This design comes from an exercise in tuning for small area on the open sky130 flow, not from production work.
Where RTL was checked, it was by simulation tests only, not by an equivalence proof against the original.
The clock port is modelled as an ideal driver, which makes a skipped or thinned clock tree look cheaper than it is; a real chip needs a root buffer or a tree.
Power and IR drop assume default switching activity.

==> module receiver, before the edit <==
module receiver #(
    parameter integer CLK_FREQ   = 1000000,
    parameter integer BAUD_RATE  = 9600,
    parameter integer DIV_SAMPLE = 4
)(
    input  wire       clk,
    input  wire       rst,
    input  wire       rxd,
    output wire [7:0] rxddata,
    output wire       data_ready,
    output wire       mem_re       
);
    reg [4:0] baudcnt;
    wire tick = baudcnt[4] & baudcnt[2] & baudcnt[0];    
    always @(posedge clk) begin
        if (rst | tick) baudcnt <= 5'd0;
        else            baudcnt <= {~baudcnt[3:0], baudcnt[1] ^ baudcnt[4]};
    end
    reg [1:0] sc;
    reg [3:0] bc;
    reg [9:1] rxshift;
    wire idle   = bc[3] & bc[2];
    wire active = ~bc[3] | (~bc[2] & ~bc[1]);
    wire ready  = bc[3] & bc[1] & ~bc[0] & ~bc[2];
    wire re     = bc[3] & ~bc[2] & bc[1] & bc[0];
    wire sc_last   = sc[1] & ~sc[0];       
    wire sc_sample = ~sc[1] & sc[0];       
    assign rxddata = rxshift[8:1];
    always @(posedge clk) begin
        if (rst) begin
            sc <= 2'b00;
            bc <= 4'hF;
            rxshift <= 9'h1FF;
        end else begin
            if (tick & active) begin
                sc <= {sc[0], ~sc[1]};
                if (sc_sample) rxshift <= {rxd, rxshift[9:2]};
            end
            if (re)
                bc <= 4'hF;
            else if (ready | (tick & ((active & sc_last) | (idle & ~rxd))))
                bc <= bc + 4'd1;
        end
    end
    assign data_ready = ready;
    assign mem_re     = re;
endmodule
==> flow/config.mk <==
export PLATFORM = sky130hd
export DESIGN_NAME = topmodule
export DESIGN_NICKNAME = topmodule
export VERILOG_FILES = /design/flow/design.v
export SDC_FILE = /design/flow/constraint.sdc
export NUM_CORES = 4
export LEC_CHECK = 0
export CAP_MARGIN = 20
export CORE_MARGIN = 2
export CORE_UTILIZATION = 40
export SLEW_MARGIN = 20
==> flow/constraint.sdc <==
create_clock -name core_clock -period 10.0 [get_ports {clk}]
set_input_delay 2.0000 -clock core_clock [delete_from_list [all_inputs] [get_ports {clk}]]
set_output_delay 2.0000 -clock core_clock [all_outputs]
set_load 0.01 [all_outputs]
standard.sh (not shown) runs the stock make flow with config.mk's settings and CLKGATE_MAP_FILE= SYNTH_SCRIPT=/design/flow/synth_recipe.tcl, a recipe that flattens the netlist after the stock synthesis.
==> flow/flow/run.sh <==
#!/bin/bash
# Standard ORFS layout (bash standard.sh) with two changes: buf_1 cells as
# the port buffers, and TritonCTS's clock tree replaced by one level of
# clock buffers (see pre_cts.tcl). Tool output goes to standard.log and to
# ORFS's own logs under orfs/logs.
set -euo pipefail
here=$(pwd)
export BUFFER_PORTS_ARGS="-buffer_cell sky130_fd_sc_hd__buf_1"
export PRE_CTS_TCL="$here/flow/pre_cts.tcl"
export CLK_BUF_CELL="${CLK_BUF_CELL:-sky130_fd_sc_hd__clkbuf_8}"
export NCLK="${NCLK:-4}"
bash standard.sh > standard.log 2>&1
==> flow/flow/pre_cts.tcl <==
# Replace TritonCTS's H-tree (9 buffers for ~70 sinks) with one level of
# clock buffers: the clock sinks are split into NCLK groups by position
# (halves in x, then halves in y) and each group gets its own buffer, placed
# at the group's centre and driven by the clock port.
set block [ord::get_db_block]
set dbu [$block getDbUnitsPerMicron]
set clk_net [$block findNet clk]
set sinks {}
foreach it [$clk_net getITerms] {
  set inst [$it getInst]
  set loc [$inst getLocation]
  lappend sinks [list [lindex $loc 0] [lindex $loc 1] "[$inst getName]/[[$it getMTerm] getName]"]
}
proc split_groups {groups axis} {
  set out {}
  foreach g $groups {
    set s [lsort -integer -index $axis $g]
    set h [expr {[llength $s] / 2}]
    lappend out [lrange $s 0 [expr {$h - 1}]] [lrange $s $h end]
  }
  return $out
}
set groups [list $sinks]
set ng $::env(NCLK)
set axis 0
while {[llength $groups] < $ng} {
  set groups [split_groups $groups $axis]
  set axis [expr {1 - $axis}]
}
set i 0
foreach g $groups {
  set sx 0; set sy 0; set pins {}
  foreach s $g {
    set sx [expr {$sx + [lindex $s 0]}]
    set sy [expr {$sy + [lindex $s 1]}]
    lappend pins [get_pins [lindex $s 2]]
  }
  set n [llength $g]
  set cx [expr {double($sx) / $n / $dbu}]
  set cy [expr {double($sy) / $n / $dbu}]
  puts "clock group $i: $n sinks, buffer at $cx $cy"
  insert_buffer -buffer_cell $::env(CLK_BUF_CELL) -net clk -load_pins $pins \
    -location [list $cx $cy] -buffer_name clkbuf_$i -net_name clk_$i
  incr i
}
rename clock_tree_synthesis orig_clock_tree_synthesis
proc clock_tree_synthesis {args} { puts "clock_tree_synthesis skipped: clock buffers inserted by pre_cts.tcl" }
==> next run, changes <==
--- a/flow/design.v
+++ b/flow/design.v
@@ -79,46 +79,40 @@
     input  wire       rst,
     input  wire       rxd,
     output wire [7:0] rxddata,
     output wire       data_ready,
     output wire       mem_re       
 );
+    localparam integer DIV_COUNTER = CLK_FREQ / (BAUD_RATE * DIV_SAMPLE);
+    localparam [5:0] S_READY = 6'd40, S_RE = 6'd41, S_IDLE = 6'd63;
     reg [4:0] baudcnt;
-    wire tick = baudcnt[4] & baudcnt[2] & baudcnt[0];    
+    reg [5:0] st;
+    reg [9:1] rxshift;
+    wire tick   = baudcnt[4] & baudcnt[2] & baudcnt[0];    
+    wire idle   = (st == S_IDLE);
+    wire active = (st < 6'd40);
+    assign rxddata = rxshift[8:1];
     always @(posedge clk) begin
         if (rst | tick) baudcnt <= 5'd0;
         else            baudcnt <= {~baudcnt[3:0], baudcnt[1] ^ baudcnt[4]};
     end
-    reg [1:0] sc;
-    reg [3:0] bc;
-    reg [9:1] rxshift;
-    wire idle   = bc[3] & bc[2];
-    wire active = ~bc[3] | (~bc[2] & ~bc[1]);
-    wire ready  = bc[3] & bc[1] & ~bc[0] & ~bc[2];
-    wire re     = bc[3] & ~bc[2] & bc[1] & bc[0];
-    wire sc_last   = sc[1] & ~sc[0];       
-    wire sc_sample = ~sc[1] & sc[0];       
-    assign rxddata = rxshift[8:1];
     always @(posedge clk) begin
         if (rst) begin
-            sc <= 2'b00;
-            bc <= 4'hF;
+            st <= S_IDLE;
             rxshift <= 9'h1FF;
         end else begin
-            if (tick & active) begin
-                sc <= {sc[0], ~sc[1]};
-                if (sc_sample) rxshift <= {rxd, rxshift[9:2]};
-            end
-            if (re)
-                bc <= 4'hF;
-            else if (ready | (tick & ((active & sc_last) | (idle & ~rxd))))
-                bc <= bc + 4'd1;
+            if (st == S_RE)
+                st <= S_IDLE;
+            else if (st == S_READY || (tick & active) || (tick & idle & ~rxd))
+                st <= st + 6'd1;
+            if (tick & active & (st[1:0] == 2'd1))
+                rxshift <= {rxd, rxshift[9:2]};
         end
     end
-    assign data_ready = ready;
-    assign mem_re     = re;
+    assign data_ready = (st == S_READY);
+    assign mem_re     = (st == S_RE);
 endmodule
 module shared_mem #(
     parameter integer WIDTH = 8
 )(
     input  wire clk,
     input  wire we,
- global-route usage rises by 0.14 points
- total power rises by 17%
- combinational power rises to 5.1 times its value
- die area barely changes
- via count falls by 1.5%
- fmax rises by 6.2%
- setup slack improves by 0.23 ns
- clock skew falls by 0.0056 ns
- area after synthesis hardly moves
- first-iteration DRC count rises by 2.5%
- worst hold slack hardly moves
- wire length rises by 5.6%
Function not checked in the second run of this note: the RTL went through the layout flow alone. No run of this note takes its clock network from TritonCTS; it comes from the design's own scripts or RTL.

==> re-timing with driven ports <==
How much do the figures lean on ideal ports? The routed layouts below were timed once more, with nothing changed but the port constraints.
Step 1 assumes that a clkbuf_16 drives the clock port and a buf_2 every other input.
Step 2 times the ports against the registers' clock, not the clock port: input delays grow and output delays shrink by t, the midpoint of the rising clock arrivals with the driver on.
Slacks: no drivers / after step 1 / after step 2; pairs: no drivers / after step 1.
run	t (ns)	setup WS [ns]	worst setup path at the end	latest minus earliest clock arrival (ns)	cell pins on the clock port's net
the first run	0.217	6.166 / 6.109 / 6.326	register to output	0.017 / 0.017	4
the second run	0.215	6.391 / 6.335 / 6.550	register to output	0.012 / 0.012	4
After both steps every run listed still meets setup and hold.
